Background: an optimization exercise with open tools, aiming at small area, a short achievable clock period and few clock cycles. Do not read the settings as production practice. Function was checked by simulation only, so behaviour that the tests miss may differ from the original. Power is estimated from default activity; no workload was simulated.

Design cpu, start of the top module:
module cpu(clk, reset, s, load, in, out, N, V, Z, w);
  input clk, reset, s, load;
  input [15:0] in;
  output [15:0] out;
  output N, V, Z, w;
  reg [13:0] ir;
  always @(posedge clk)
    if (load) ir <= in[13:0];
  reg replay;
  always @(posedge clk)
    replay <= s & ~load;
  wire go = (s & load) | replay;
  wire [13:0] I = replay ? ir : in[13:0];
  wire       is_alu  = I[13];           
  wire       is_movi = ~I[13] & I[12];  
  wire [1:0] op = I[12:11];
  wire [2:0] rn = I[10:8];
  wire [1:0] sh = I[4:3];
  wire [2:0] rm = I[2:0];
  reg pw;
  always @(posedge clk)
    pw <= go;
  wire       pmovi = ~ir[13] & ir[12];
  wire [2:0] pwr = pmovi ? ir[10:8] : ir[7:5];
  wire [15:0] result;
  wire [15:0] wdata = pmovi ? {{8{ir[7]}}, ir[7:0]} : result;
  wire [7:0] sel_a = replay ? (8'd1 << ir[10:8]) : (8'd1 << in[10:8]);
  wire [7:0] sel_b = replay ? (8'd1 << ir[2:0]) : (8'd1 << in[2:0]);
  wire [15:0] ra, rb;
  regfile REGFILE(.clk(clk), .write(pw), .writenum(pwr), .data_in(wdata),
                  .sel_a(sel_a), .data_a(ra), .sel_b(sel_b), .data_b(rb));
  wire [15:0] a = (pw && pwr == rn) ? wdata : ra;
  wire [15:0] m = (pw && pwr == rm) ? wdata : rb;
  wire [15:0] b;
  shifter U1(.in(m), .shift(sh), .sout(b));
  wire [15:0] p_in, g_in;
  wire e_in;
  ALUpg U2(.Ain(a), .Bin(b), .is_alu(is_alu), .ALUop(op),
           .T(p_in), .G(g_in), .e(e_in));
  reg [15:0] P, G;
  reg e;
  always @(posedge clk)
    if (go & ~is_movi) begin
      P <= p_in;
      G <= g_in;
      e <= e_in;
    end
  wire zero, c15;
  ALUsum U3(.T(P), .G(G), .out(result), .Z(zero), .c15(c15));
  reg w_r;
  always @(posedge clk)
    w_r <= ~reset & ~(s & ~load);
  assign out = result;
  assign N = result[15];
  assign Z = zero;
  assign V = e & (c15 ^ G[15]);
  assign w = w_r;
endmodule
Settings: LEC_CHECK=0, ABC_AREA=1, CAP_MARGIN=20, CORE_MARGIN=2, CORE_UTILIZATION=45, CTS_BUF_LIST=sky130_fd_sc_hd__clkbuf_8, SETUP_SLACK_MARGIN=4.2, SLEW_MARGIN=20; clock period 8.0 ns.
standard.sh (not shown) runs the stock make flow with config.mk's settings and CLKGATE_MAP_FILE= SYNTH_SCRIPT=/design/flow/synth_recipe.tcl, a recipe that flattens the netlist after the stock synthesis.
==> flow/flow/run.sh <==
#!/bin/bash
# The standard layout, with plain buf_2 cells as the port buffers (the
# default pick is a slow delay cell).
export BUFFER_PORTS_ARGS="-buffer_cell sky130_fd_sc_hd__buf_2"
bash standard.sh > standard.log 2>&1
The starting point completed without violations.
Testbench counts at the start, summed over its fixed seeds: cycles 3,200.
==> next run, changes <==
--- a/flow/config.mk
+++ b/flow/config.mk
@@ -12,3 +12,3 @@
 export CTS_BUF_LIST = sky130_fd_sc_hd__clkbuf_8
-export SETUP_SLACK_MARGIN = 4.2
+export SETUP_SLACK_MARGIN = 4.4
 export SLEW_MARGIN = 20
Result:
- fmax goes up by 1.2%
- sequential power hardly moves
- sequential cell count stays the same
- total power went up by 1.6%
- setup slack is better by 0.043 ns
- non-clock buffer count goes up by 20
- final cell count came out higher by 1.4%
- die area does not change
- cell area went up by 2.7%
- synthesized cell count does not change

exp/zinc:
The RTL this note starts from:
==> flow/design.v <==
module shifter(in, shift, sout);
  input [15:0] in;
  input [1:0] shift;
  output reg [15:0] sout;
  always @(*)
    case (shift)
      2'b00: sout = in;
      2'b01: sout = {in[14:0], 1'b0};
      2'b10: sout = {1'b0, in[15:1]};
      default: sout = {in[15], in[15:1]};
    endcase
endmodule
module ALUpg(Ain, Bin, is_alu, ALUop, P, G, e);
  input [15:0] Ain, Bin;
  input is_alu;
  input [1:0] ALUop;
  output [15:0] P, G;
  output e;
  wire is_and = is_alu & (ALUop == 2'b10);
  wire use_a  = is_alu & (ALUop != 2'b11);
  wire binv   = is_alu & ALUop[0];
  wire cin    = is_alu & (ALUop == 2'b01);
  wire [15:0] a  = use_a ? Ain : 16'd0;
  wire [15:0] bb = binv ? ~Bin : Bin;
  wire [15:0] p = is_and ? (Ain & Bin) : (a ^ bb);
  wire [15:0] g = is_and ? 16'd0 : (a & bb);
  wire p0 = cin ? (Ain[0] ^ Bin[0]) : p[0];
  wire g0 = cin ? (Ain[0] | ~Bin[0]) : g[0];
  wire [15:0] pf = {p[15:1], p0};
  wire [15:0] gf = {p[15] ^ Ain[15], g[14:1], g0};
  genvar i;
  generate
    for (i = 0; i < 16; i = i + 1) begin : pg
      if (i % 2 == 1 && i < 15) begin
        assign G[i] = gf[i] | (pf[i] & gf[i-1]);
      end else begin
        assign G[i] = gf[i];
      end
    end
  endgenerate
  assign P = pf;
  assign e = is_alu & ~(Ain[15] ^ Bin[15]);
endmodule
module ALUsum(P, G, out, Z, c15);
  input [15:0] P, G;
  output [15:0] out;
  output Z, c15;
  wire [15:0] g0 = {1'b0, G[14:1], G[0]};
  wire [15:0] p0 = {P[15:1], 1'b0};
  wire [15:0] g1, p1, g2, p2, g3, p3, g4, p4;
  genvar i;
  generate
    for (i = 0; i < 16; i = i + 1) begin : l1
      if (i % 2 == 1) begin
        assign g1[i] = g0[i];
        assign p1[i] = p0[i] & p0[i-1];
      end else begin
        assign g1[i] = g0[i];
        assign p1[i] = p0[i];
      end
    end
    for (i = 0; i < 16; i = i + 1) begin : l2
      if (i % 4 >= 2) begin
        assign g2[i] = g1[i] | (p1[i] & g1[(i/4)*4+1]);
        assign p2[i] = p1[i] & p1[(i/4)*4+1];
      end else begin
        assign g2[i] = g1[i];
        assign p2[i] = p1[i];
      end
    end
    for (i = 0; i < 16; i = i + 1) begin : l3
      if (i % 8 >= 4) begin
        assign g3[i] = g2[i] | (p2[i] & g2[(i/8)*8+3]);
        assign p3[i] = p2[i] & p2[(i/8)*8+3];
      end else begin
        assign g3[i] = g2[i];
        assign p3[i] = p2[i];
      end
    end
    for (i = 0; i < 16; i = i + 1) begin : l4
      if (i >= 8) begin
        assign g4[i] = g3[i] | (p3[i] & g3[7]);
        assign p4[i] = p3[i] & p3[7];
      end else begin
        assign g4[i] = g3[i];
        assign p4[i] = p3[i];
      end
    end
  endgenerate
  assign out = {P[15:1] ^ g4[14:0], P[0]};
  assign c15 = g4[14];
  assign Z = ~P[0] & ~(P[1] ^ G[0]) & ~|(P[15:2] ^ (G[14:1] | P[14:1]));
endmodule
module regfile(clk, write, writenum, data_in, readnum_a, data_a, readnum_b, data_b);
  input clk, write;
  input [2:0] writenum, readnum_a, readnum_b;
  input [15:0] data_in;
  output [15:0] data_a, data_b;
  reg [15:0] R0, R1, R2, R3, R4, R5, R6, R7;
  always @(posedge clk)
    if (write)
      case (writenum)
        3'd0: R0 <= data_in;
        3'd1: R1 <= data_in;
        3'd2: R2 <= data_in;
        3'd3: R3 <= data_in;
        3'd4: R4 <= data_in;
        3'd5: R5 <= data_in;
        3'd6: R6 <= data_in;
        3'd7: R7 <= data_in;
      endcase
  function [15:0] rd;
    input [2:0] n;
    input [15:0] r0, r1, r2, r3, r4, r5, r6, r7;
    case (n)
      3'd0: rd = r0;
      3'd1: rd = r1;
      3'd2: rd = r2;
      3'd3: rd = r3;
      3'd4: rd = r4;
      3'd5: rd = r5;
      3'd6: rd = r6;
      default: rd = r7;
    endcase
  endfunction
  assign data_a = rd(readnum_a, R0, R1, R2, R3, R4, R5, R6, R7);
  assign data_b = rd(readnum_b, R0, R1, R2, R3, R4, R5, R6, R7);
endmodule
module cpu(clk, reset, s, load, in, out, N, V, Z, w);
  input clk, reset, s, load;
  input [15:0] in;
  output [15:0] out;
  output N, V, Z, w;
  reg [13:0] ir;
  always @(posedge clk)
    if (load) ir <= in[13:0];
  reg replay;
  always @(posedge clk)
    replay <= s & ~load;
  wire go = (s & load) | replay;
  wire [13:0] I = replay ? ir : in[13:0];
  wire       is_alu  = I[13];           
  wire       is_movi = ~I[13] & I[12];  
  wire [1:0] op = I[12:11];
  wire [2:0] rn = I[10:8];
  wire [1:0] sh = I[4:3];
  wire [2:0] rm = I[2:0];
  reg pw;
  always @(posedge clk)
    pw <= go;
  wire       pmovi = ~ir[13] & ir[12];
  wire [2:0] pwr = pmovi ? ir[10:8] : ir[7:5];
  wire [15:0] result;
  wire [15:0] wdata = pmovi ? {{8{ir[7]}}, ir[7:0]} : result;
  wire [15:0] ra, rb;
  regfile REGFILE(.clk(clk), .write(pw), .writenum(pwr), .data_in(wdata),
                  .readnum_a(rn), .data_a(ra), .readnum_b(rm), .data_b(rb));
  wire [15:0] a = (pw && pwr == rn) ? wdata : ra;
  wire [15:0] m = (pw && pwr == rm) ? wdata : rb;
  wire [15:0] b;
  shifter U1(.in(m), .shift(sh), .sout(b));
  wire [15:0] p_in, g_in;
  wire e_in;
  ALUpg U2(.Ain(a), .Bin(b), .is_alu(is_alu), .ALUop(op),
           .P(p_in), .G(g_in), .e(e_in));
  reg [15:0] P, G;
  reg e;
  always @(posedge clk)
    if (go & ~is_movi) begin
      P <= p_in;
      G <= g_in;
      e <= e_in;
    end
  wire zero, c15;
  ALUsum U3(.P(P), .G(G), .out(result), .Z(zero), .c15(c15));
  reg w_r;
  always @(posedge clk)
    w_r <= ~reset & ~(s & ~load);
  assign out = result;
  assign N = result[15];
  assign Z = zero;
  assign V = e & (c15 ^ G[15]);
  assign w = w_r;
endmodule
Settings: LEC_CHECK=0, ABC_AREA=1, CAP_MARGIN=20, CORE_MARGIN=2, CORE_UTILIZATION=40, SETUP_SLACK_MARGIN=4.3, SLEW_MARGIN=20; clock period 8.0 ns.
Scripts as last shown in full above: flow/flow/run.sh
exp/zinc: flow completed, timing, DRC and antenna clean
Testbench counts of exp/zinc, summed over its fixed seeds: cycles 3,200.
Setup changes, exp/zinc to exp/juniper
Settings: CORE_UTILIZATION now 55, was 40.
- exp/juniper completed; timing, DRC and antenna clean
- Re maximum fanout along the worst path: no difference whatsoever between exp/juniper and exp/zinc.
- Comparing exp/juniper and exp/zinc, the lower fraction of power consumed by combinational cells is on exp/zinc.
- Of exp/juniper and exp/zinc, the higher layout clock buffer count belongs to exp/juniper.
- Relative to exp/zinc, global-route total usage across every layer has increased by 6.9 points in exp/juniper.
- Of exp/juniper and exp/zinc, exp/juniper shows the lower routed length on met2, with exp/zinc above it.
- Comparing exp/juniper and exp/zinc, the higher fraction of met1 tracks used by global routing is on exp/juniper.
- Per the comparison of exp/juniper with exp/zinc, shortest clock period the worst path allows after layout grew by 0.10 ns; routed length on met1 went down.

== before ==
Another version of the RTL of cpu (not shown whole).
For scale: ~1,200 cells after synthesis, roughly 180 flip-flops, roughly 40 I/O pins.
## cpu
module cpu(clk, reset, s, load, in, out, N, V, Z, w);
  input clk, reset, s, load;
  input [15:0] in;
  output [15:0] out;
  output N, V, Z, w;
  reg [13:0] ir;
  always @(posedge clk)
    if (load) ir <= in[13:0];
  reg replay;
  always @(posedge clk)
    replay <= s & ~load;
  wire go = (s & load) | replay;
  wire [13:0] I = replay ? ir : in[13:0];
  wire       is_alu  = I[13];           
  wire       is_movi = ~I[13] & I[12];  
  wire [1:0] op = I[12:11];
  wire [2:0] rn = I[10:8];
  wire [1:0] sh = I[4:3];
  wire [2:0] rm = I[2:0];
  reg pw;
  always @(posedge clk)
    pw <= go;
  wire       pmovi = ~ir[13] & ir[12];
  wire [2:0] pwr = pmovi ? ir[10:8] : ir[7:5];
  wire [15:0] result;
  wire [15:0] wdata = pmovi ? {{8{ir[7]}}, ir[7:0]} : result;
  wire [15:0] ra, rb;
  regfile REGFILE(.clk(clk), .write(pw), .writenum(pwr), .data_in(wdata),
                  .readnum_a(rn), .data_a(ra), .readnum_b(rm), .data_b(rb));
  wire [15:0] a = (pw && pwr == rn) ? wdata : ra;
  wire [15:0] m = (pw && pwr == rm) ? wdata : rb;
  wire [15:0] b;
  shifter U1(.in(m), .shift(sh), .sout(b));
  wire [15:0] p_in, g_in;
  wire e_in;
  ALUpg U2(.Ain(a), .Bin(b), .is_alu(is_alu), .ALUop(op),
           .T(p_in), .G(g_in), .e(e_in));
  reg [15:0] P, G;
  reg e;
  always @(posedge clk)
    if (go & ~is_movi) begin
      P <= p_in;
      G <= g_in;
      e <= e_in;
    end
  wire zero, c15;
  ALUsum U3(.T(P), .G(G), .out(result), .Z(zero), .c15(c15));
  reg w_r;
  always @(posedge clk)
    w_r <= ~reset & ~(s & ~load);
  ...
clock: 8.0 ns
lec_check: 0
abc_area: 1
cap_margin: 20
core_margin: 2
core_utilization: 40
cts_buf_list: sky130_fd_sc_hd__clkbuf_8
setup_slack_margin: 4.1
slew_margin: 20
Scripts as last shown in full above: flow/flow/run.sh
No stage failed in before, and the final checks on the layout all came back clean.
Testbench counts of before, summed over its fixed seeds: cycles 3,200.
Relative to before, the following input files were edited for after:
Settings: a change of SETUP_SLACK_MARGIN from 4.1 to 4.5.
## What came out
before completed end to end with timing, DRC and antenna clean.
after: no failed stages, no open violations at the end
Run comparison: before worst setup path endpoint P[0]; after worst setup path endpoint Z
Compare before and after | share of power burned in registers lower: after
Side by side, number of buffers added for setup after CTS turned out higher in after than in before.
Combinational-cell power consumption (after vs. before) increases by more than 10%

[separate check: timing with driven ports]
The flow's constraints put no driver on any port. The routed layouts listed below were extracted and timed again, unchanged, in two steps. Step 1, drivers: a clkbuf_16 drives clk and a buf_2 each remaining input, both assumed. Step 2 adds t to the input delays and takes it off the output delays; t is the mean of the earliest and latest rising clock arrival at the registers after step 1. Input paths then give back, and output paths get back, about the clock's delay inside the block. Slacks: no drivers / after step 1 / after step 2; pairs: no drivers / after step 1.
run | t (ns) | setup WS [ns] | worst setup path after step 2 | pins driven straight from the clock port
the first run of note 1 | 0.504 | 4.355 / 4.316 / 3.923 | input to register | 1
the second run of note 1 | 0.508 | 4.398 / 4.358 / 3.978 | input to register | 1
exp/zinc | 0.489 | 4.376 / 4.383 / 3.917 | input to register | 1
exp/juniper | 0.484 | 4.276 / 4.301 / 3.817 | input to register | 1
before | 0.508 | 4.224 / 4.241 / 3.733 | input to register | 1
after | 0.521 | 4.412 / 4.368 / 4.017 | input to register | 1
After both steps setup and hold are still met in every run listed. For before, which loses most, drivers alone change the setup slack by +0.017 ns; drivers and shift together by -0.491 ns.
